Context: an optimization exercise on an open-source flow, tuned for a short achievable clock period and few clock cycles. The choices shown serve that exercise and are no tape-out recipe. Where RTL was checked, it was by simulation tests only, not by an equivalence proof against the original. For run 4, only the layout was checked, not whether the RTL still works. Power is estimated from default activity; no workload was simulated.

==> flow/design.v <==
module cpu (
  input  wire        clk,
  input  wire        rst,
  input  wire [15:0] rom_data,
  output reg  [11:0] contador,
  output wire        ram_we,
  output wire [7:0]  ram_waddr,
  output wire [7:0]  ram_wdata,
  output wire [5:0]  ram_rline,
  input  wire [31:0] ram_rdata,
  output reg         equal,
  output reg         halted,
  output reg         st_valid,
  output reg  [7:0]  st_addr,
  output reg  [7:0]  st_data
);
  localparam OP_LOAD  = 4'b0011;
  localparam OP_STORE = 4'b0100;
  localparam OP_ADD   = 4'b1001;
  localparam OP_SUB   = 4'b1010;
  localparam OP_OR    = 4'b0001;
  localparam OP_AND   = 4'b0010;
  localparam OP_EQUAL = 4'b0101;
  reg  [7:0] regA, regB;
  reg        x_lA, x_lB, x_store, x_add, x_sub, x_or, x_and, x_keep;
  reg        x_r;
  reg  [7:0] x_ad;
  reg [31:0] x_line;
  reg  [4:0] x_src;       
  reg  [7:0] x_fdata;
  wire [3:0] f_op  = rom_data[15:12];
  wire       f_r   = rom_data[11];
  wire [7:0] f_ad  = rom_data[7:0];
  wire       f_ok  = ~halted;
  wire       f_load  = (f_op == OP_LOAD);
  wire       f_store = (f_op == OP_STORE);
  wire       f_add   = (f_op == OP_ADD);
  wire       f_sub   = (f_op == OP_SUB);
  wire       f_or    = (f_op == OP_OR);
  wire       f_and   = (f_op == OP_AND);
  wire       f_equal = (f_op == OP_EQUAL);
  wire [7:0] wdata = x_r ? regB : regA;
  wire       f_fwd = x_store && (x_ad == f_ad);
  wire [7:0] w0 = x_line[7:0];
  wire [7:0] w1 = x_line[15:8];
  wire [7:0] w2 = x_line[23:16];
  wire [7:0] w3 = x_line[31:24];
  wire [7:0] ld = ({8{x_src[0]}} & w0) | ({8{x_src[1]}} & w1) |
                  ({8{x_src[2]}} & w2) | ({8{x_src[3]}} & w3) |
                  ({8{x_src[4]}} & x_fdata);
  wire [4:0] eqA = {x_fdata == regA, w3 == regA, w2 == regA, w1 == regA, w0 == regA};
  wire [4:0] eqB = {x_fdata == regB, w3 == regB, w2 == regB, w1 == regB, w0 == regB};
  wire next_eq = (x_lA    & |(x_src & eqB)) |
                 (x_lB    & |(x_src & eqA)) |
                 ((x_add | x_sub) & (regB == 8'd0)) |
                 (x_or    & ((regB & ~regA) == 8'd0)) |
                 (x_and   & ((regA & ~regB) == 8'd0)) |
                 (x_keep  & (regA == regB));
  wire f_eq_ok  = f_ok & f_equal;
  wire halt_now = f_eq_ok & next_eq;
  wire [7:0] sum  = regA + regB;
  wire [7:0] diff = regA - regB;
  wire       x_holdB = ~(x_lB | x_add | x_sub | x_or | x_and);
  assign ram_we    = x_store;
  assign ram_waddr = x_ad;
  assign ram_wdata = wdata;
  assign ram_rline = f_ad[7:2];
  always @(posedge clk) begin
    if (rst) begin
      contador <= 12'd0;
      halted   <= 1'b0;
      equal    <= 1'b0;
      x_lA     <= 1'b0;
      x_lB     <= 1'b0;
      x_store  <= 1'b0;
      x_add    <= 1'b0;
      x_sub    <= 1'b0;
      x_or     <= 1'b0;
      x_and    <= 1'b0;
      x_keep   <= 1'b1;
      st_valid <= 1'b0;
      regA     <= 8'd0;
      regB     <= 8'd0;
    end else begin
      if (!halted && !halt_now)
        contador <= contador + 12'd1;
      if (f_eq_ok)
        equal <= next_eq;
      if (halt_now)
        halted <= 1'b1;
      x_lA    <= f_ok & f_load & ~f_r;
      x_lB    <= f_ok & f_load &  f_r;
      x_store <= f_ok & f_store;
      x_add   <= f_ok & f_add;
      x_sub   <= f_ok & f_sub;
      x_or    <= f_ok & f_or;
      x_and   <= f_ok & f_and;
      x_keep  <= ~(f_ok & (f_load | f_add | f_sub | f_or | f_and));
      st_valid <= x_store;
      if (x_lA) regA <= ld;
      regB <= ({8{x_lB}}  & ld)   |
              ({8{x_add}} & sum)  |
              ({8{x_sub}} & diff) |
              ({8{x_or}}  & (regA | regB)) |
              ({8{x_and}} & (regA & regB)) |
              ({8{x_holdB}} & regB);
    end
  end
  always @(posedge clk) begin
    x_r     <= f_r;
    x_ad    <= f_ad;
    x_line  <= ram_rdata;
    x_src   <= f_fwd ? 5'b10000 : {1'b0, 4'b0001 << f_ad[1:0]};
    x_fdata <= wdata;
    st_addr <= x_ad;
    st_data <= wdata;
  end
endmodule
module ram (
  input  wire        clk,
  input  wire        rst_q,
  input  wire [15:0] carnet,
  input  wire        we,
  input  wire [7:0]  waddr,
  input  wire [7:0]  wdata,
  input  wire [5:0]  rline,
  output wire [31:0] rdata       
);
  reg [2047:0] mem;
  genvar i, j;
  generate
    for (i = 0; i < 256; i = i + 1) begin : g_word
      wire [7:0] init = (i == 0) ? {4'b0000, carnet[15:12]} :
                        (i == 1) ? {4'b0000, carnet[11:8]}  :
                        (i == 2) ? {4'b0000, carnet[7:4]}   :
                        (i == 3) ? {4'b0000, carnet[3:0]}   : 8'd0;
      always @(posedge clk) begin
        if (rst_q)
          mem[i*8 +: 8] <= init;
        else if (we && waddr == i)
          mem[i*8 +: 8] <= wdata;
      end
    end
  endgenerate
  wire [7:0] hi = 8'd1 << rline[5:3];
  wire [7:0] lo = 8'd1 << rline[2:0];
  wire [31:0] grp [0:7];
  wire [31:0] acc [0:8];
  assign acc[0] = 32'd0;
  generate
    for (i = 0; i < 8; i = i + 1) begin : g_hi
      wire [31:0] part [0:8];
      assign part[0] = 32'd0;
      for (j = 0; j < 8; j = j + 1) begin : g_lo
        assign part[j+1] = part[j] | ({32{lo[j]}} & mem[(i*8+j)*32 +: 32]);
      end
      assign grp[i]   = part[8];
      assign acc[i+1] = acc[i] | ({32{hi[i]}} & grp[i]);
    end
  endgenerate
  assign rdata = acc[8];
endmodule
module cpu_sys (
  input  wire        clk,
  input  wire        rst,          
  input  wire [15:0] carnet,       
  input  wire [15:0] rom_data,     
  output wire [11:0] contador,     
  output wire        equal,        
  output wire        halted,       
  output wire        st_valid,     
  output wire [7:0]  st_addr,      
  output wire [7:0]  st_data       
);
  wire        ram_we;
  wire [7:0]  ram_waddr, ram_wdata;
  wire [5:0]  ram_rline;
  wire [31:0] ram_rdata;
  reg rst_q;
  always @(posedge clk) rst_q <= rst;
  cpu u_cpu (
    .clk(clk), .rst(rst), .rom_data(rom_data), .contador(contador),
    .ram_we(ram_we), .ram_waddr(ram_waddr), .ram_wdata(ram_wdata),
    .ram_rline(ram_rline), .ram_rdata(ram_rdata),
    .equal(equal), .halted(halted),
    .st_valid(st_valid), .st_addr(st_addr), .st_data(st_data)
  );
  ram u_ram (
    .clk(clk), .rst_q(rst_q), .carnet(carnet),
    .we(ram_we), .waddr(ram_waddr), .wdata(ram_wdata),
    .rline(ram_rline), .rdata(ram_rdata)
  );
endmodule
==> flow/run.sh <==
#!/bin/bash
# synth_recipe.tcl (not shown) runs the flow's synth.tcl, then flattens the netlist and writes it again
# the make line also repeats each setting of config.mk as NAME=value (left out here)
make -C /OpenROAD-flow-scripts/flow DESIGN_CONFIG=/design/flow/config.mk WORK_HOME=/design/flow/orfs CLKGATE_MAP_FILE= SYNTH_SCRIPT=/design/flow/synth_recipe.tcl finish
==> flow/config.mk <==
export PLATFORM = sky130hd
export DESIGN_NAME = cpu_sys
export DESIGN_NICKNAME = cpu_sys
export VERILOG_FILES = /design/flow/design.v
export SDC_FILE = /design/flow/constraint.sdc
export NUM_CORES = 4
export LEC_CHECK = 0
export ABC_CLOCK_PERIOD_IN_PS = 2000
export CAP_MARGIN = 20
export CORE_MARGIN = 2
export CORE_UTILIZATION = 40
export PLACE_DENSITY = 0.6
export SETUP_SLACK_MARGIN = 3.0
export SLEW_MARGIN = 20
==> flow/constraint.sdc <==
create_clock -name core_clock -period 5.0 [get_ports {clk}]
set_input_delay 1.0000 -clock core_clock [delete_from_list [all_inputs] [get_ports {clk}]]
set_output_delay 1.0000 -clock core_clock [all_outputs]
set_load 0.01 [all_outputs]
==> run notes, run 1 <==
RUN STATUS
-------------------------------------------------------------------------------------
Status                                                                   complete, no violations

LOGIC SYNTHESIS
-------------------------------------------------------------------------------------
Mapped Cells                                                                     9525
Post-synthesis cell type count                                                     61
Yosys warnings                                                                      3
EDFF count, synth                                                                  16
Main synth FF type                                                            dfxtp_1
Synthesized cell area                                                      0.0859 mm²
Post-synth ARST share                                                              0%
Post-Synthesis Net Count                                                         9594
Seq cells post-synth                                                             2150
Post-Synthesis Mean Instance Area                                            9.02 µm²
Sequential-to-total area share from yosys stat                                  50.3%

CLOCKING
-------------------------------------------------------------------------------------
Insertion delay of the later-clocked pin in the worst-skew pair                880 ps
TritonCTS clock tree                                                             done
H-Tree Level Count                                                                  4
Clock-pin slew of the registers on the worst-case setup and hold paths          70 ps
Max Buffers Root-to-Sink                                                            3
Clk Tree Root Cell                                                          clkbuf_16
Cts hold-fix bufs                                                                   0
CTS Buf Count                                                                     218
Clock sink count                                                                 2150

WORST SETUP PATH
-------------------------------------------------------------------------------------
Cells along the critical path                                            xor2_1 > nor3_1 > nand4_1 > nand3_2 > o21ai_4 > a311oi_4 > buf_12 > or4_1 > a21oi_2
Worst-path fanout max                                                              13
Data required time of the critical path                                       5800 ps
CP arrival                                                                    3270 ps
Setup crit start kind                                                            flop
CP Buf/Inv Count                                                                    1
Launching element of the worst setup path                                u_cpu.x_line[23]
Slack of the worst reg-to-reg path                                            2530 ps
Beginning of the worst register-to-register path                         u_cpu.x_line[23]
Critical path class                                                           reg2reg
Type of destination of the critical path                                         flop
Kind of cell adding the most delay to the critical path                  simple AND/OR/NAND/NOR gates
Biggest cell delay along the critical path                                     540 ps
Cell with the largest stage delay on the worst path                           dfxtp_1

PWR
-------------------------------------------------------------------------------------
Maximum VDD drop                                                           0.000407 V
Reported leakage power                                                      0.0358 µW
P per Cell Area                                                            317 mW/mm²

STA
-------------------------------------------------------------------------------------
Fraction of the cycle the final worst path needs                                49.4%
Endpoints failing hold                                                              0
Number of pins with negative max-slew slack in the final report                     0
Total negative setup slack                                                       0 ps
Clock skew after layout                                                       38.7 ps
Time the worst path needs with I/O delays and setup                           2470 ps
Final setup violation count                                                         0
Transition at the pin with the smallest max-transition slack                  1200 ps
Relative slew slack                                                             20.3%
Max Freq                                                                      405 MHz
RSZ-0062 raised after global routing                                              yes

FLOORPLAN
-------------------------------------------------------------------------------------
Top-Level Pins                                                                     65
Initial core utilization                                                        40.1%
Die Wd                                                                         467 µm
Area enclosed by the die boundary                                           0.218 mm²
Area of the core region                                                     0.214 mm²
Die height                                                                     467 µm
Number of standard-cell rows in the floorplan                                     170

DRT
-------------------------------------------------------------------------------------
Routed length on met1                                                          142 mm
Routed met3 length                                                            36.2 mm
Detail Route met2 WL                                                           160 mm
Final wirelength                                                               363 mm
Drt initial violations                                                          10977
Top Metal Used                                                                   met5
DRT antenna net count                                                               0
Length of the first detailed-routing pass in iterations                             7
Via count                                                                       81577
Via density per instance                                                         6.34
Post-route DRC                                                                      0
Wire per inst                                                                 28.2 µm

PLACE
-------------------------------------------------------------------------------------
Detailed placer's ending HPWL                                                  174 mm
I/O Buffers                                                                        61
RD Place Congestion                                                             0.894

GLOBAL ROUTE
-------------------------------------------------------------------------------------
First-pass GRT wire length                                                     479 mm
Via count of the first global-routing pass                                      72158
Global route overflow                                                               0
Pin count of the biggest net entering global routing                              226
Overall routing resource usage                                                  28.7%
Initial antenna violation count                                                     7

WORST HOLD PATH
-------------------------------------------------------------------------------------
Hold wc startpoint                                                        rom_data[2]
Hold crit path type                                                            in2reg

FINISH
-------------------------------------------------------------------------------------
Number of nets in the finished design                                            9923
Layout Area Growth over Synthesis                                               31.7%
Fraction of layout instances using a drive strength above 1                     23.3%
Final standard cell utilization of the core                                     52.8%

FLOW RUN
-------------------------------------------------------------------------------------
Max-cap viol count                                                                  0

[path summary, 6_finish.rpt]
path | cells after the start | end
worst min-delay path | 2 | u_cpu.x_ad[2]
worst max-delay path | 9 | u_cpu.contador[8]
worst min register to register | 0 | u_cpu.st_addr[0]
worst max register to register | 9 | u_cpu.contador[8]
[cells in the mapped netlist (3+ instances only)]
master    number  area (µm²)
and3_1         8        50.1
or3_1          7        43.8
o31ai_1        4        30.0
nor3b_1        8        60.1
a221o_1        3        30.0
ha_1          33         413
nand2b_1      10        62.6
edfxtp_1      16         480
o21a_1         9        67.6
a221oi_1     173        1520
nor2_2       128         801
buf_2        269        1350
inv_1         49         184
a211oi_1    2017       15100
nor2_1      2206        8280
dfxtp_1     2134       42700
xnor2_1       25         219
o21bai_1       5        37.5
a222oi_1       8        80.1
nand4_1      129         807
a21oi_2        8        70.1
clkbuf_1     722        2710
and2b_1        4        30.0
nand2_1       81         304
buf_1         48         180
o21ai_1        9        45.0
a22o_1       165        1450
o21ai_0       10        50.1
a311oi_1       7        61.3
a31oi_1      129         807
buf_6          4        45.0
a21oi_1      153         766
nor2b_1        7        43.8
and2_1         5        31.3
nor4_1        23         144
nand3_1       67         335
nand4b_1       3        26.3
o211ai_1       3        22.5
a22oi_1      713        5350
xor2_1        74         648
nor3_1        17        85.1
or4_1          5        37.5
nor3_2         4        40.0
[routing by layer]
layer | up-vias | global-route usage, %
li1 | 36123 | -
met1 | 39713 | 38.2
met2 | 4604 | 44.6
met3 | 1131 | 5.00
met4 | 6 | 14.2
met5 | - | 0
[metrics by stage]
stage / hold slack (ps) / total power, µW / worst slack, ps / area (µm²) / std cells
6_report: 375 / 35800 / 2530 / 113000 / 12873
5_1_grt: 372 / 36600 / 2450 / 113000 / 12869
4_1_cts: 374 / 35500 / 2580 / 106000 / 12499
3_5_place_dp: 473 / 18700 / 687 / 89400 / 11695
3_3_place_gp: 471 / 18700 / 684 / 89400 / 11695
2_1_floorplan: 326 / 18200 / 2470 / 86600 / 9525
[worst register-to-register path, delay by kind of cell, from the launching register on]
family,cells,cell delay [ps]
and+or+nand+nor,4,870
buffers and inverters,1,170
AOI/OAI and AO/OA,3,620
DFF,1,540
xor gates and xnor gates,1,210
[area by class of cell]
cell class / instances / area, µm²
Clock inverter: 55 / 649
Antenna cell: 4 / 10.0
Clock buffer: 342 / 6640
Multi-Input combinational cell: 6301 / 43200
Timing Repair Buffer: 1133 / 15400
Inverter: 50 / 225
Fill cell: 18463 / 101000
Tap cell: 2838 / 3550
Sequential cell: 2150 / 43400
[power by group]
group / total [µW] / switching [µW] / internal (µW)
Combinational: 1870 / 1260 / 607
Sequential: 17200 / 42.4 / 17200
Clock: 16800 / 7060 / 9690
Total: 35800 / 8370 / 27500
[timing repair]
action | 4_1_cts | 5_1_grt
pin swaps | 260 | 324
gates cloned | 56 | 101
hold endpoints to repair | 0 | 0
setup endpoints to repair | 2154 | 1710
setup buffers | 351 | 269
gates resized for setup | 964 | 664
[flip-flops by register name, summed over array words and instances (netlist names), 8 cells and up]
name,flops
u_cpu.contador,12
u_cpu.regA,8
u_cpu.regB,8
u_cpu.st_addr,8
u_cpu.st_data,8
u_cpu.x_ad,8
u_cpu.x_line,32
u_ram.mem,2048
[cells by family (layout without fill, tap and decap cells)]
group / count (synthesis) / count (layout) / synth area share, %
AOI/OAI and AO/OA: 3423 / 3435 / 29.8
adders and majority gates: 35 / 35 / 0.527
buffers and inverters: 1095 / 1580 / 5.22
other: 0 / 4 / 0
xor gates and xnor gates: 99 / 99 / 1.01
DFF: 2150 / 2150 / 50.3
muxes: 1 / 1 / 0.0131
and+or+nand+nor: 2722 / 2731 / 13.1
[cell usage in the layout (no fill, tap or decap), types with 42 or more instances in the layout]
master / Yosys / final
a22oi_1: 713 / 661
buf_12: 0 / 270
nand4_1: 129 / 129
a221oi_2: 0 / 128
buf_6: 4 / 179
a31oi_1: 129 / 67
nand3_1: 67 / 42
clkbuf_16: 0 / 281
clkbuf_1: 722 / 61
a22o_1: 165 / 161
nor2_4: 0 / 210
a211oi_2: 0 / 78
a22oi_2: 0 / 52
a21oi_2: 8 / 82
buf_16: 0 / 62
dfxtp_1: 2134 / 2064
buf_4: 0 / 449
a21oi_1: 153 / 67
dfxtp_4: 0 / 44
a31oi_2: 0 / 55
nand2_1: 81 / 53
a211oi_1: 2017 / 1939
xor2_1: 74 / 74
clkbuf_8: 0 / 56
nor2_1: 2206 / 2109
Testbench counts, summed over its fixed seeds: cycles 13,928.
==> run 2, diff against run 1 <==
--- a/flow/design.v
+++ b/flow/design.v
@@ -27,6 +27,8 @@
   reg  [7:0] x_ad;
   reg [31:0] x_line;
   reg  [4:0] x_src;       
+  reg  [4:0] x_lAs;       
+  reg  [4:0] x_lBs;       
   reg  [7:0] x_fdata;
   wire [3:0] f_op  = rom_data[15:12];
   wire       f_r   = rom_data[11];
@@ -41,6 +43,7 @@
   wire       f_equal = (f_op == OP_EQUAL);
   wire [7:0] wdata = x_r ? regB : regA;
   wire       f_fwd = x_store && (x_ad == f_ad);
+  wire [4:0] f_src = f_fwd ? 5'b10000 : {1'b0, 4'b0001 << f_ad[1:0]};
   wire [7:0] w0 = x_line[7:0];
   wire [7:0] w1 = x_line[15:8];
   wire [7:0] w2 = x_line[23:16];
@@ -50,16 +53,18 @@
                   ({8{x_src[4]}} & x_fdata);
   wire [4:0] eqA = {x_fdata == regA, w3 == regA, w2 == regA, w1 == regA, w0 == regA};
   wire [4:0] eqB = {x_fdata == regB, w3 == regB, w2 == regB, w1 == regB, w0 == regB};
-  wire next_eq = (x_lA    & |(x_src & eqB)) |
-                 (x_lB    & |(x_src & eqA)) |
+  wire next_eq = (|(x_lAs & eqB)) |
+                 (|(x_lBs & eqA)) |
                  ((x_add | x_sub) & (regB == 8'd0)) |
                  (x_or    & ((regB & ~regA) == 8'd0)) |
                  (x_and   & ((regA & ~regB) == 8'd0)) |
                  (x_keep  & (regA == regB));
   wire f_eq_ok  = f_ok & f_equal;
   wire halt_now = f_eq_ok & next_eq;
-  wire [7:0] sum  = regA + regB;
-  wire [7:0] diff = regA - regB;
+  wire [11:0] c_run = halted ? contador : contador + 12'd1;
+  wire [7:0] sum, diff;
+  add8 u_add (.a(regA), .b(regB),  .cin(1'b0), .s(sum));
+  add8 u_sub (.a(regA), .b(~regB), .cin(1'b1), .s(diff));
   wire       x_holdB = ~(x_lB | x_add | x_sub | x_or | x_and);
   assign ram_we    = x_store;
   assign ram_waddr = x_ad;
@@ -71,6 +76,8 @@
       halted   <= 1'b0;
       equal    <= 1'b0;
       x_lA     <= 1'b0;
+      x_lAs    <= 5'd0;
+      x_lBs    <= 5'd0;
       x_lB     <= 1'b0;
       x_store  <= 1'b0;
       x_add    <= 1'b0;
@@ -82,13 +89,15 @@
       regA     <= 8'd0;
       regB     <= 8'd0;
     end else begin
-      if (!halted && !halt_now)
-        contador <= contador + 12'd1;
+      if (!halt_now)
+        contador <= c_run;
       if (f_eq_ok)
         equal <= next_eq;
       if (halt_now)
         halted <= 1'b1;
       x_lA    <= f_ok & f_load & ~f_r;
+      x_lAs   <= {5{f_ok & f_load & ~f_r}} & f_src;
+      x_lBs   <= {5{f_ok & f_load &  f_r}} & f_src;
       x_lB    <= f_ok & f_load &  f_r;
       x_store <= f_ok & f_store;
       x_add   <= f_ok & f_add;
@@ -110,11 +119,29 @@
     x_r     <= f_r;
     x_ad    <= f_ad;
     x_line  <= ram_rdata;
-    x_src   <= f_fwd ? 5'b10000 : {1'b0, 4'b0001 << f_ad[1:0]};
+    x_src   <= f_src;
     x_fdata <= wdata;
     st_addr <= x_ad;
     st_data <= wdata;
   end
+endmodule
+module add8 (
+  input  wire [7:0] a,
+  input  wire [7:0] b,
+  input  wire       cin,
+  output wire [7:0] s
+);
+  wire [7:0] p = a ^ b;
+  wire [7:0] g0 = a & b;
+  wire [7:0] gA = {g0[7:1], g0[0] | (p[0] & cin)};
+  wire [7:0] pA = p;
+  wire [7:0] gB = {gA[7:1] | (pA[7:1] & gA[6:0]), gA[0]};
+  wire [7:0] pB = {pA[7:1] & pA[6:0], pA[0]};
+  wire [7:0] gC = {gB[7:2] | (pB[7:2] & gB[5:0]), gB[1:0]};
+  wire [7:0] pC = {pB[7:2] & pB[5:0], pB[1:0]};
+  wire [7:0] gD = {gC[7:4] | (pC[7:4] & gC[3:0]), gC[3:0]};
+  wire [7:0] c = {gD[6:0], cin};
+  assign s = p ^ c;
 endmodule
 module ram (
   input  wire        clk,
--- a/flow/config.mk
+++ b/flow/config.mk
@@ -5,7 +5,7 @@
 export SDC_FILE = /design/flow/constraint.sdc
 export NUM_CORES = 4
 export LEC_CHECK = 0
-export ABC_CLOCK_PERIOD_IN_PS = 2000
+export ABC_CLOCK_PERIOD_IN_PS = 1200
 export CAP_MARGIN = 20
 export CORE_MARGIN = 2
 export CORE_UTILIZATION = 40
==> run notes, run 2 <==
RUN STATUS
-------------------------------------------------------------------------------------
Status                                                                   complete, no violations   unchanged

STA
-------------------------------------------------------------------------------------
Relative slew slack                                                             35.0%   was 20.3%
Number of pins with negative max-slew slack in the final report                     0   unchanged
Time the worst path needs with I/O delays and setup                           2420 ps   was 2470 ps
Fraction of the cycle the final worst path needs                                48.4%   was 49.4%
Transition at the pin with the smallest max-transition slack                   975 ps   was 1200 ps
Final Worst Setup Slack                                                       2580 ps   was 2530 ps
Clock skew after layout                                                       55.5 ps   was 38.7 ps
Final setup violation count                                                         0   unchanged
Endpoints failing hold                                                              0   unchanged
Total negative setup slack                                                       0 ps   unchanged
RSZ-0062 raised after global routing                                              yes   unchanged
Max Freq                                                                      414 MHz   was 405 MHz

FLOORPLAN
-------------------------------------------------------------------------------------
Area enclosed by the die boundary                                           0.220 mm²   was 0.218 mm²
Area of the core region                                                     0.215 mm²   was 0.214 mm²
Die height                                                                     469 µm   was 467 µm
Initial core utilization                                                        40.3%   was 40.1%
Die Wd                                                                         469 µm   was 467 µm
Top-Level Pins                                                                     65   unchanged
Number of standard-cell rows in the floorplan                                     170   unchanged

PWR
-------------------------------------------------------------------------------------
Reported leakage power                                                      0.0353 µW   was 0.0358 µW
P per Cell Area                                                            321 mW/mm²   was 317 mW/mm²
Maximum VDD drop                                                           0.000364 V   was 0.000407 V

LOGIC SYNTHESIS
-------------------------------------------------------------------------------------
EDFF count, synth                                                                  16   unchanged
Leading post-synthesis cells by cell area                                dfxtp_1, a211oi_1, nor2_1   unchanged
Synthesized cell area                                                      0.0865 mm²   was 0.0859 mm²
Post-Synthesis Mean Instance Area                                            9.05 µm²   was 9.02 µm²
Largest area contributor in the netlist                                       dfxtp_1   unchanged
Sequential-to-total area share from yosys stat                                  50.2%   was 50.3%
Main synth FF type                                                            dfxtp_1   unchanged
Yosys warnings                                                                      3   unchanged
Post-synth ARST share                                                              0%   unchanged
Post-Synthesis Net Count                                                         9632   was 9594
Seq cells post-synth                                                             2160   was 2150
Mapped Cells                                                                     9563   was 9525
Post-synthesis cell type count                                                     58   was 61
Area share of the leading cell type in the synthesized netlist                  49.6%   was 49.7%
Most common cell in the synthesized netlist                                    nor2_1   unchanged
Cell types with the highest counts after synthesis                       nor2_1, dfxtp_1, a211oi_1, a22oi_1, clkbuf_1   was nor2_1, dfxtp_1, a211oi_1, clkbuf_1, a22oi_1

PLACE
-------------------------------------------------------------------------------------
Worst setup slack after placement                                              693 ps   was 687 ps
I/O Buffers                                                                        61   unchanged
RD Place Congestion                                                             0.901   was 0.894
Detailed placer's ending HPWL                                                  172 mm   was 174 mm

CLOCKING
-------------------------------------------------------------------------------------
H-Tree Level Count                                                                  4   unchanged
CTS Buf Count                                                                     217   was 218
Clock sink count                                                                 2160   was 2150
Insertion delay of the later-clocked pin in the worst-skew pair                870 ps   was 880 ps
TritonCTS clock tree                                                             done   unchanged
Clock-pin slew of the registers on the worst-case setup and hold paths          60 ps   was 70 ps
Cts hold-fix bufs                                                                   0   unchanged
Max Buffers Root-to-Sink                                                            3   unchanged
Clk Tree Root Cell                                                          clkbuf_16   unchanged

GLOBAL ROUTE
-------------------------------------------------------------------------------------
Overall routing resource usage                                                  28.5%   was 28.7%
Pin count of the biggest net entering global routing                              237   was 226
Via count of the first global-routing pass                                      72734   was 72158
Initial antenna violation count                                                     7   unchanged
First-pass GRT wire length                                                     480 mm   was 479 mm
Global route overflow                                                               0   unchanged

WORST SETUP PATH
-------------------------------------------------------------------------------------
Slack of the worst reg-to-reg path                                            2580 ps   was 2530 ps
Beginning of the worst register-to-register path                         u_cpu.regA[5]   was u_cpu.x_line[23]
Kind of cell adding the most delay to the critical path                  simple AND/OR/NAND/NOR gates   unchanged
Type of destination of the critical path                                         flop   unchanged
Data required time of the critical path                                       5760 ps   was 5800 ps
Setup crit start kind                                                            flop   unchanged
Biggest cell delay along the critical path                                     390 ps   was 540 ps
Worst reg2reg endpoint                                                   u_cpu.contador[7]   was u_cpu.contador[8]
CP Buf/Inv Count                                                                    2   was 1
Cells along the critical path                                            inv_8 > ha_4 > nor4_4 > nand3b_1 > o41ai_4 > nor3_2 > nand4_1 > buf_6 > nand2_8 > nand4_1 > mux2_4   was xor2_1 > nor3_1 > nand4_1 > nand3_2 > o21ai_4 > a311oi_4 > buf_12 > or4_1 > a21oi_2
Cell with the largest stage delay on the worst path                           dfxtp_4   was dfxtp_1
Cells on worst reg2reg path                                                        11   was 9
CP dominant cell by count                                                     nand4_1
Critical path class                                                           reg2reg   unchanged
Worst-path fanout max                                                               8   was 13
CP arrival                                                                    3180 ps   was 3270 ps

WORST HOLD PATH
-------------------------------------------------------------------------------------
Worst hold path cell count                                                          1   was 2
Hold Path End                                                            u_cpu.x_ad[4]   was u_cpu.x_ad[2]
Hold wc startpoint                                                        rom_data[4]   was rom_data[2]
Hold crit path type                                                            in2reg   unchanged

FLOW RUN
-------------------------------------------------------------------------------------
Max-cap viol count                                                                  0   unchanged

DRT
-------------------------------------------------------------------------------------
Post-route DRC                                                                      0   unchanged
Wire per inst                                                                 27.3 µm   was 28.2 µm
Via count                                                                       80153   was 81577
Length of the first detailed-routing pass in iterations                            10   was 7
Final wirelength                                                               352 mm   was 363 mm
DRT antenna net count                                                               0   unchanged
Drt initial violations                                                          10686   was 10977
Via density per instance                                                         6.23   was 6.34

FINISH
-------------------------------------------------------------------------------------
Registers with the most flip-flops                                       u_ram.mem x2048, u_cpu.x_line x32, u_cpu.contador x12   unchanged
Layout Area Growth over Synthesis                                               30.0%   was 31.7%
Number of nets in the finished design                                            9912   was 9923
Commonest non-fill, non-tap cell in the layout                                 nor2_1   unchanged
Fraction of layout instances using a drive strength above 1                     22.2%   was 23.3%
Flip-flop count of the largest register, all copies and words added              2048   unchanged
Most frequent cells in the layout                                        nor2_1, dfxtp_1, a211oi_1   unchanged
Register name with the most flops                                           u_ram.mem   unchanged

run 2: changes by cell type after synthesis, moves of 45 or more:
| cell | change |
|---|---|
| nor2_2 | +65 |
| a22oi_1 | +114 |
| buf_2 | +79 |
| nand4_1 | +48 |
| clkbuf_1 | -73 |
| nor2_1 | -45 |
run 2: cell type report:
cell class / count / area (µm²)
sequential: 2160 / 43600
timing repair buffer: 1079 / 14600
tap: 2838 / 3550
multi-input combinational: 6328 / 43000
clock inverter: 66 / 825
antenna: 2 / 5.00
clock buffer: 338 / 6640
inverter: 57 / 260
fill: 18529 / 102000
run 2: worst max path at each step:
stage               cells after the start  slack, ps         startpoint           endpoint
finish                                 11       2580      u_cpu.regA[5]  u_cpu.contador[7]
global route                           11       2520      u_cpu.regB[2]  u_cpu.contador[7]
CTS                                     1       2610  u_cpu.contador[3]        contador[3]
detailed placement                      8        690        rom_data[4]    u_cpu.x_line[7]
global placement                        8        700        rom_data[4]    u_cpu.x_line[7]
floorplan                              10       2540        rom_data[4]    u_cpu.x_line[6]
run 2: timing repair:
| item | in CTS | in global routing |
|---|---|---|
| endpoints found under the hold margin | 0 | 0 |
| gates cloned | 50 | 62 |
| gates resized for setup | 914 | 439 |
| pin swaps | 323 | 274 |
| buffers inserted | 522 | 187 |
| setup endpoints to repair | 2165 | 1656 |
run 2: per-layer routing:
layer | global-route usage (%) | routed length [µm] | vias to the layer above
met5 | 0 | 49 | -
met1 | 37.8 | 141000 | 38997
met4 | 13.8 | 21000 | 6
li1 | - | - | 36094
met2 | 44.2 | 155000 | 4100
met3 | 5.86 | 34700 | 956
run 2: kinds of logic (layout without fill, tap and decap cells):
kind of cell    count (synthesis)  in the layout  synth area share (%)
compound gates               3368           3381                  29.1
simple gates                 2791           2803                  13.7
flops                        2160           2160                  50.2
buf+inv                      1100           1540                  5.36
xor+xnor                      103            103                  1.04
fa+ha+maj                      35             35                 0.524
mux                             6              6                0.0781
other cells                     0              2                     0
run 2: power breakdown:
part           leakage (µW)  switching [µW]  internal [µW]
clock               0.00369            7210           9790
sequential           0.0175            40.7          17200
combinational        0.0141            1240            569
run 2: per-stage QoR:
step | cells | util (%) | cell area [µm²] | total power (µW) | hold slack (ps)
3_3_place_gp | 11641 | 41.5 | 89100 | 18800 | 471
2_1_floorplan | 9563 | - | 87100 | 18300 | 326
4_1_cts | 12617 | 49.9 | 107000 | 35800 | 268
6_report | 12868 | 52.4 | 112000 | 36100 | 324
3_5_place_dp | 11641 | 41.5 | 89100 | 18800 | 478
5_1_grt | 12866 | 52.4 | 112000 | 36900 | 290
run 2: worst reg2reg max path: stages, from the launching register on:
cell	delay (ps)
dfxtp_4	390
inv_8	130
ha_4	240
nor4_4	250
nand3b_1	170
o41ai_4	270
nor3_2	90
nand4_1	110
buf_6	150
nand2_8	90
nand4_1	130
mux2_4	300
Testbench counts of run 2, summed over its fixed seeds: cycles 13,928.
==> run 3, diff against run 2 <==
--- a/flow/config.mk
+++ b/flow/config.mk
@@ -5,7 +5,7 @@
 export SDC_FILE = /design/flow/constraint.sdc
 export NUM_CORES = 4
 export LEC_CHECK = 0
-export ABC_CLOCK_PERIOD_IN_PS = 1200
+export ABC_CLOCK_PERIOD_IN_PS = 800
 export CAP_MARGIN = 20
 export CORE_MARGIN = 2
 export CORE_UTILIZATION = 40
==> run notes, run 3 <==
RUN STATUS
-------------------------------------------------------------------------------------
Status                                                                   complete, no violations   unchanged

STA
-------------------------------------------------------------------------------------
Transition at the pin with the smallest max-transition slack                   975 ps   unchanged
Max Freq                                                                      414 MHz   unchanged
Clock skew after layout                                                       55.5 ps   unchanged
Endpoints failing hold                                                              0   unchanged
Relative slew slack                                                             35.0%   unchanged
Total negative setup slack                                                       0 ps   unchanged
Post-Route Hold Slack                                                          324 ps   unchanged
Final setup violation count                                                         0   unchanged
Number of pins with negative max-slew slack in the final report                     0   unchanged
Time the worst path needs with I/O delays and setup                           2420 ps   unchanged
RSZ-0062 raised after global routing                                              yes   unchanged
Fraction of the cycle the final worst path needs                                48.4%   unchanged

WORST SETUP PATH
-------------------------------------------------------------------------------------
Critical path class                                                           reg2reg   unchanged
CP arrival                                                                    3180 ps   about the same
Data required time of the critical path                                       5760 ps   about the same
Type of destination of the critical path                                         flop   unchanged
Worst-path fanout max                                                               8   unchanged
Setup crit start kind                                                            flop   unchanged

FINISH
-------------------------------------------------------------------------------------
Number of nets in the finished design                                            9912   unchanged
Fraction of layout instances using a drive strength above 1                     22.2%   unchanged
Register name with the most flops                                           u_ram.mem   unchanged
Commonest non-fill, non-tap cell in the layout                                 nor2_1   unchanged
Number of fill cells                                                            18529   unchanged
Registers with the most flip-flops                                       u_ram.mem x2048, u_cpu.x_line x32, u_cpu.contador x12   unchanged
Most frequent cells in the layout                                        nor2_1, dfxtp_1, a211oi_1   unchanged
Area used by multi-input combinational logic                               0.0430 mm²   unchanged
Flip-flop count of the largest register, all copies and words added              2048   unchanged
Storage cell area                                                          0.0436 mm²   unchanged
Layout Area Growth over Synthesis                                               30.0%   unchanged

LOGIC SYNTHESIS
-------------------------------------------------------------------------------------
Most common cell in the synthesized netlist                                    nor2_1   unchanged
Yosys warnings                                                                      3   unchanged
Post-Synthesis Mean Instance Area                                            9.05 µm²   unchanged
Post-synthesis cell type count                                                     58   unchanged
Post-synth ARST share                                                              0%   unchanged
Post-Synthesis Net Count                                                         9632   unchanged
Synthesized cell area                                                      0.0865 mm²   unchanged
Cell types with the highest counts after synthesis                       nor2_1, dfxtp_1, a211oi_1, a22oi_1, clkbuf_1   unchanged
EDFF count, synth                                                                  16   unchanged
Mapped Cells                                                                     9563   unchanged
Leading post-synthesis cells by cell area                                dfxtp_1, a211oi_1, nor2_1   unchanged
Area share of the leading cell type in the synthesized netlist                  49.6%   unchanged
Seq cells post-synth                                                             2160   unchanged
Largest area contributor in the netlist                                       dfxtp_1   unchanged
Main synth FF type                                                            dfxtp_1   unchanged
Sequential-to-total area share from yosys stat                                  50.2%   unchanged

GLOBAL ROUTE
-------------------------------------------------------------------------------------
Via count of the first global-routing pass                                      72734   unchanged
First-pass GRT wire length                                                     480 mm   unchanged
Initial antenna violation count                                                     7   unchanged
Pin count of the biggest net entering global routing                              237   unchanged
Overall routing resource usage                                                  28.5%   unchanged
Global route overflow                                                               0   unchanged

DRT
-------------------------------------------------------------------------------------
Detail Route met2 WL                                                           155 mm   unchanged
Via density per instance                                                         6.23   unchanged
Top Metal Used                                                                   met5   unchanged
Routed met3 length                                                            34.7 mm   unchanged
Post-route DRC                                                                      0   unchanged
Drt initial violations                                                          10686   unchanged
Via count                                                                       80153   unchanged
Final wirelength                                                               352 mm   unchanged
Routed length on met1                                                          141 mm   unchanged
DRT antenna net count                                                               0   unchanged
Wire per inst                                                                 27.3 µm   unchanged
Length of the first detailed-routing pass in iterations                            10   unchanged

WORST HOLD PATH
-------------------------------------------------------------------------------------
Hold crit path type                                                            in2reg   unchanged

CLOCKING
-------------------------------------------------------------------------------------
CTS Buf Count                                                                     217   unchanged
Clock-pin slew of the registers on the worst-case setup and hold paths          60 ps   about the same
Insertion delay of the later-clocked pin in the worst-skew pair                870 ps   about the same
H-Tree Level Count                                                                  4   unchanged
Clk Tree Root Cell                                                          clkbuf_16   unchanged
Cts hold-fix bufs                                                                   0   unchanged
Clock sink count                                                                 2160   unchanged
Max Buffers Root-to-Sink                                                            3   unchanged
TritonCTS clock tree                                                             done   unchanged

PLACE
-------------------------------------------------------------------------------------
I/O Buffers                                                                        61   unchanged
RD Place Congestion                                                             0.901   unchanged
Detailed placer's ending HPWL                                                  172 mm   unchanged

FLOW RUN
-------------------------------------------------------------------------------------
Max-cap viol count                                                                  0   unchanged

FLOORPLAN
-------------------------------------------------------------------------------------
Top-Level Pins                                                                     65   unchanged
Area enclosed by the die boundary                                           0.220 mm²   unchanged
Area of the core region                                                     0.215 mm²   unchanged
Number of standard-cell rows in the floorplan                                     170   unchanged
Initial core utilization                                                        40.3%   unchanged
Die height                                                                     469 µm   unchanged
Die Wd                                                                         469 µm   unchanged

PWR
-------------------------------------------------------------------------------------
P per Cell Area                                                            321 mW/mm²   unchanged
Maximum VDD drop                                                           0.000364 V   unchanged
Reported leakage power                                                      0.0353 µW   unchanged

[run 3: cell counts in the layout (fill, tap and decap cells not counted)]
Identical to the previous run, type by type.
[run 3: final timing paths]
path,start,endpoint,slack [ps],cells after the start
hold / removal,rom_data[4],u_cpu.x_ad[4],320,1
setup reg to reg,u_cpu.regA[5],u_cpu.contador[7],2580,11
setup / recovery,u_cpu.regA[5],u_cpu.contador[7],2580,11
hold reg to reg,u_cpu.x_ad[4],u_cpu.st_addr[4],490,0
[run 3: layout make-up]
cell class                      count  share of cell area [%]
Sequential cell                  2160                    38.7
Multi-Input combinational cell   6328                    38.3
Timing Repair Buffer             1079                    13.0
Clock buffer                      338                    5.90
Tap cell                         2838                    3.16
Clock inverter                     66                   0.733
Inverter                           57                   0.231
Antenna cell                        2                 0.00445
[run 3: kinds of logic after synthesis]
| group | count (synthesis) | share of synthesized area [%] |
|---|---|---|
| xor+xnor | 103 | 1.04 |
| buf+inv | 1100 | 5.36 |
| mux | 6 | 0.0781 |
| fa+ha+maj | 35 | 0.524 |
| flops | 2160 | 50.2 |
| compound gates | 3368 | 29.1 |
| simple gates | 2791 | 13.7 |
[run 3: what timing repair did]
item | 4_1_cts | 5_1_grt
cloned | 50 | 62
pin swaps | 323 | 274
setup endpoints to repair | 2165 | 1656
buffers inserted | 522 | 187
resized for setup | 914 | 439
[run 3: worst max-delay path: stages (launching register included)]
cell      delay (ps)
dfxtp_4          390
inv_8            130
ha_4             230
nor4_4           250
nand3b_1         170
o41ai_4          270
nor3_2            90
nand4_1          110
buf_6            150
nand2_8           90
nand4_1          130
mux2_4           300
[run 3: routing by layer]
metal | up-vias | GRT usage, %
met5 | - | 0
met4 | 6 | 13.8
met3 | 956 | 5.86
met2 | 4100 | 44.2
met1 | 38997 | 37.8
li1 | 36094 | -
[run 3: per-stage QoR]
stage               instances  cell area [µm²]  setup slack [ps]  util, %  total power (µW)
global route            12866           112000              2520     52.4             36900
global placement        11641            89100               699     41.5             18800
finish                  12868           112000              2580     52.4             36100
CTS                     12617           107000              2610     49.9             35800
floorplan                9563            87100              2540        -             18300
detailed placement      11641            89100               693     41.5             18800
[run 3: power by group]
group | switching (µW) | internal [µW]
Combinational | 1240 | 569
Sequential | 40.7 | 17200
Clock | 7210 | 9790
Total | 8490 | 27600
==> run 4, diff against run 3 <==
--- a/flow/design.v
+++ b/flow/design.v
@@ -30,6 +30,9 @@
   reg  [4:0] x_lAs;       
   reg  [4:0] x_lBs;       
   reg  [7:0] x_fdata;
+  reg        w_valid;
+  reg  [7:0] w_addr;
+  reg  [7:0] w_data;
   wire [3:0] f_op  = rom_data[15:12];
   wire       f_r   = rom_data[11];
   wire [7:0] f_ad  = rom_data[7:0];
@@ -42,8 +45,10 @@
   wire       f_and   = (f_op == OP_AND);
   wire       f_equal = (f_op == OP_EQUAL);
   wire [7:0] wdata = x_r ? regB : regA;
-  wire       f_fwd = x_store && (x_ad == f_ad);
-  wire [4:0] f_src = f_fwd ? 5'b10000 : {1'b0, 4'b0001 << f_ad[1:0]};
+  wire       f_fwd1 = x_store && (x_ad == f_ad);
+  wire       f_fwd2 = w_valid && (w_addr == f_ad);
+  wire       f_fwd  = f_fwd1 | f_fwd2;
+  wire [4:0] f_src  = f_fwd ? 5'b10000 : {1'b0, 4'b0001 << f_ad[1:0]};
   wire [7:0] w0 = x_line[7:0];
   wire [7:0] w1 = x_line[15:8];
   wire [7:0] w2 = x_line[23:16];
@@ -66,9 +71,9 @@
   add8 u_add (.a(regA), .b(regB),  .cin(1'b0), .s(sum));
   add8 u_sub (.a(regA), .b(~regB), .cin(1'b1), .s(diff));
   wire       x_holdB = ~(x_lB | x_add | x_sub | x_or | x_and);
-  assign ram_we    = x_store;
-  assign ram_waddr = x_ad;
-  assign ram_wdata = wdata;
+  assign ram_we    = w_valid;
+  assign ram_waddr = w_addr;
+  assign ram_wdata = w_data;
   assign ram_rline = f_ad[7:2];
   always @(posedge clk) begin
     if (rst) begin
@@ -120,7 +125,12 @@
     x_ad    <= f_ad;
     x_line  <= ram_rdata;
     x_src   <= f_src;
-    x_fdata <= wdata;
+    x_fdata <= f_fwd1 ? wdata : w_data;
+    w_valid <= x_store;
+    if (x_store) begin
+      w_addr <= x_ad;
+      w_data <= wdata;
+    end
     st_addr <= x_ad;
     st_data <= wdata;
   end
--- a/flow/config.mk
+++ b/flow/config.mk
@@ -5,7 +5,7 @@
 export SDC_FILE = /design/flow/constraint.sdc
 export NUM_CORES = 4
 export LEC_CHECK = 0
-export ABC_CLOCK_PERIOD_IN_PS = 800
+export ABC_CLOCK_PERIOD_IN_PS = 1200
 export CAP_MARGIN = 20
 export CORE_MARGIN = 2
 export CORE_UTILIZATION = 40
==> run notes, run 4 <==
RUN STATUS
-------------------------------------------------------------------------------------
Status                                                                   complete, no violations   unchanged

WORST SETUP PATH
-------------------------------------------------------------------------------------
Type of destination of the critical path                                         flop   unchanged
Data required time of the critical path                                       5720 ps   was 5760 ps
CP arrival                                                                    3290 ps   was 3180 ps
Worst-path fanout max                                                               8   unchanged
Critical path class                                                           reg2reg   unchanged
Setup crit start kind                                                            flop   unchanged

FLOORPLAN
-------------------------------------------------------------------------------------
Initial core utilization                                                        40.1%   was 40.3%
Area of the core region                                                     0.224 mm²   was 0.215 mm²
Top-Level Pins                                                                     65   unchanged
Die height                                                                     478 µm   was 469 µm
Area enclosed by the die boundary                                           0.229 mm²   was 0.220 mm²
Number of standard-cell rows in the floorplan                                     174   was 170
Die Wd                                                                         478 µm   was 469 µm

GLOBAL ROUTE
-------------------------------------------------------------------------------------
First-pass GRT wire length                                                     583 mm   was 480 mm
Via count of the first global-routing pass                                      85509   was 72734
Pin count of the biggest net entering global routing                              207   was 237
Most heavily used metal layer in global routing                                  met2   unchanged
Initial antenna violation count                                                    22   was 7
GR Util met1                                                                    45.1%   was 37.8%
Overall routing resource usage                                                  33.7%   was 28.5%
Met3 GRT Util                                                                   8.67%   was 5.86%
Global route overflow                                                               0   unchanged
Met2 global-route usage                                                         49.2%   was 44.2%

FINISH
-------------------------------------------------------------------------------------
Most frequent cells in the layout                                        nand2_1, dfxtp_1, a21oi_2   was nor2_1, dfxtp_1, a211oi_1
Register name with the most flops                                           u_ram.mem   unchanged
Number of nets in the finished design                                           12412   was 9912
Layout Area Growth over Synthesis                                               51.8%   was 30.0%
Commonest non-fill, non-tap cell in the layout                                nand2_1   was nor2_1
Final standard cell utilization of the core                                     60.9%   was 52.4%
Fraction of layout instances using a drive strength above 1                     40.8%   was 22.2%
Registers with the most flip-flops                                       u_ram.mem x2048, u_cpu.x_line x32, u_cpu.contador x12   unchanged
Number of fill cells                                                            17018   was 18529
Flip-flop count of the largest register, all copies and words added              2048   unchanged

CLOCKING
-------------------------------------------------------------------------------------
CTS Buf Count                                                                     228   was 217
Clock sink count                                                                 2185   was 2160
Clk Tree Root Cell                                                          clkbuf_16   unchanged
Insertion delay of the later-clocked pin in the worst-skew pair                940 ps   was 870 ps
Max Buffers Root-to-Sink                                                            3   unchanged
H-Tree Level Count                                                                  4   unchanged
TritonCTS clock tree                                                             done   unchanged
Clock-pin slew of the registers on the worst-case setup and hold paths          80 ps   was 60 ps

LOGIC SYNTHESIS
-------------------------------------------------------------------------------------
Main synth FF type                                                            dfxtp_1   unchanged
Post-Synthesis Mean Instance Area                                            7.68 µm²   was 9.05 µm²
Synthesized cell area                                                      0.0900 mm²   was 0.0865 mm²
Parity-gate share of the synthesized area counting xor and xnor cells           1.02%   was 1.04%
Sequential-to-total area share from yosys stat                                  49.0%   was 50.2%
EDFF count, synth                                                                  32   was 16
Yosys warnings                                                                      3   unchanged
Area share of the leading cell type in the synthesized netlist                  47.9%   was 49.6%
Fraction of the mapped netlist area in adder cells                             0.503%   was 0.524%
Leading post-synthesis cells by cell area                                dfxtp_1, nand2_1, a21oi_1   was dfxtp_1, a211oi_1, nor2_1
Seq cells post-synth                                                             2185   was 2160
Proportion of synthesized area in mux cells                                    0.248%   was 0.0781%
Largest area contributor in the netlist                                       dfxtp_1   unchanged
Mapped Cells                                                                    11719   was 9563
Most common cell in the synthesized netlist                                   nand2_1   was nor2_1
Cell types with the highest counts after synthesis                       nand2_1, a21oi_1, dfxtp_1, a22oi_1, clkbuf_1   was nor2_1, dfxtp_1, a211oi_1, a22oi_1, clkbuf_1
Post-synthesis cell type count                                                     67   was 58
Post-Synthesis Net Count                                                        11788   was 9632
Post-synth ARST share                                                              0%   unchanged
Post-Synth Simple-Gate Area                                                     22.4%   was 13.7%
Post-synthesis compound-gate area fraction                                      22.8%   was 29.1%
Combinational family with the most area after synthesis                  compound AO/OA/AOI/OAI gates   unchanged

STA
-------------------------------------------------------------------------------------
Final setup violation count                                                         0   unchanged
Fraction of the cycle the final worst path needs                                51.6%   was 48.4%
Clock skew after layout                                                       77.2 ps   was 55.5 ps
Max Freq                                                                      388 MHz   was 414 MHz
Number of pins with negative max-slew slack in the final report                     0   unchanged
Time the worst path needs with I/O delays and setup                           2580 ps   was 2420 ps
RSZ-0062 raised after global routing                                              yes   unchanged
Transition at the pin with the smallest max-transition slack                  1350 ps   was 975 ps
Endpoints failing hold                                                              0   unchanged
Relative slew slack                                                             9.81%   was 35.0%
Total negative setup slack                                                       0 ps   unchanged

DRT
-------------------------------------------------------------------------------------
Post-route DRC                                                                      0   unchanged
Via density per instance                                                         6.52   was 6.23
Final wirelength                                                               467 mm   was 352 mm
Length of the first detailed-routing pass in iterations                            10   unchanged
DRT antenna net count                                                               0   unchanged
Via count                                                                      101321   was 80153
Drt initial violations                                                          16551   was 10686
Wire per inst                                                                 30.1 µm   was 27.3 µm

PWR
-------------------------------------------------------------------------------------
Reported leakage power                                                      0.0420 µW   was 0.0353 µW
Maximum VDD drop                                                           0.000317 V   was 0.000364 V
P per Cell Area                                                            277 mW/mm²   was 321 mW/mm²

FLOW RUN
-------------------------------------------------------------------------------------
Max-cap viol count                                                                  0   unchanged

PLACE
-------------------------------------------------------------------------------------
I/O Buffers                                                                        61   unchanged
Detailed placer's ending HPWL                                                  226 mm   was 172 mm
RD Place Congestion                                                             0.942   was 0.901

WORST HOLD PATH
-------------------------------------------------------------------------------------
Hold crit path type                                                            in2reg   unchanged

run 4: cell count changes after synthesis, moves of 29 or more:
cell and delta:
nand3_1 +242, a22o_1 +58, nand2_1 +4126, xnor2_1 +29, a221oi_1 +57, nor2_1 -1886, a22oi_1 -161, buf_2 -200
a21oi_1 +2026, nor2_2 -156, a211oi_1 -2015, nand4_1 -61, a31oi_1 +65
run 4: repair_timing:
| action | CTS | global route |
|---|---|---|
| hold buffers | 0 | 0 |
| resized for setup | 1670 | 3914 |
| pin swaps | 376 | 1999 |
| cloned | 80 | 58 |
| setup endpoints to repair | 2163 | 2142 |
| setup buffers | 372 | 441 |
run 4: cell families after synthesis:
group	Yosys count
DFF	2185
AOI/OAI and AO/OA	3409
buffers and inverters	907
and+or+nand+nor	5058
adders and majority gates	35
xor gates and xnor gates	105
muxes	20
run 4: cell type report:
| class | instances | area (µm²) | share of cell area, % |
|---|---|---|---|
| clock buffers | 342 | 6960 | 5.09 |
| diodes | 13 | 32.5 | 0.0238 |
| clock inverters | 83 | 1060 | 0.779 |
| repair buffers | 1258 | 18300 | 13.4 |
| well taps | 2992 | 3740 | 2.74 |
| inverters | 34 | 135 | 0.0989 |
| multi-input cells | 8636 | 62200 | 45.5 |
| flip-flops and latches | 2185 | 44200 | 32.4 |
run 4: layer usage:
metal	share of wire, %	vias up
met5	0.089	-
met4	8.6	24
met3	15	2440
met1	35	48978
met2	41	8085
li1	-	41794
run 4: power breakdown:
part	total (µW)	internal (µW)	switching [µW]
Sequential	17500	17500	43.2
Clock	18200	10400	7820
Combinational	2070	640	1430
run 4: worst paths after layout:
check / startpoint / to / slack, ps / cells after the start
worst max-delay path: u_cpu.w_addr[7] / u_ram.mem[894] / 2420 / 12
worst min-delay path: rom_data[4] / u_cpu.x_ad[4] / 290 / 1
worst max register to register: u_cpu.w_addr[7] / u_ram.mem[894] / 2420 / 12
worst min register to register: u_cpu.x_ad[2] / u_cpu.st_addr[2] / 340 / 0
run 4: critical path, cell delays in order, from the launching register on:
cell and delay [ps]:
edfxtp_1 500, buf_12 190, buf_6 120, buf_6 110, buf_6 110, nand2b_4 170, buf_6 130, nor2_4 280
clkbuf_16 310, buf_12 130, nand2_8 90, nand2_1 120, a21oi_1 90
run 4: through the flow:
stage	total power (µW)	cell area [µm²]	std cells	worst slack (ps)	hold WS, ps
2_1_floorplan	18500	90900	11719	2510	361
3_3_place_gp	19000	94300	14154	620	372
3_5_place_dp	19000	94300	14154	610	374
4_1_cts	37200	114000	15031	2570	254
5_1_grt	38400	137000	15533	2420	260
6_report	37800	137000	15543	2420	291

port drivers added, routing unchanged:
No port has a modelled driver above. Below, the same layouts with a new extraction and two added sets of constraints. Step 1 sets driving cells, clkbuf_16 on the clock port and buf_2 on the other inputs (assumed; they add their load-dependent delay and slew). Step 2 also shifts input and output timing later by t, the mid clock arrival at the registers, as if the neighbouring blocks saw the same clock. Slacks: no drivers / after step 1 / after step 2; pairs: no drivers / after step 1.
run	t, ns	setup WS [ns]	worst hold slack (ns)	clock arrival spread, ns
run 1	0.965	2.530 / 2.530 / 1.770	0.375 / 0.392 / 0.443	0.042 / 0.042
run 2	0.938	2.582 / 2.551 / 1.742	0.324 / 0.330 / 0.485	0.059 / 0.058
run 3	0.938	2.582 / 2.551 / 1.742	0.324 / 0.330 / 0.485	0.059 / 0.058
run 4	1.004	2.422 / 2.422 / 1.504	0.291 / 0.343 / 0.343	0.087 / 0.087
After both steps setup and hold are still met in every run listed. The setup slack of run 4, which loses most, moves by 0.000 ns with the drivers and by -0.918 ns with both steps.
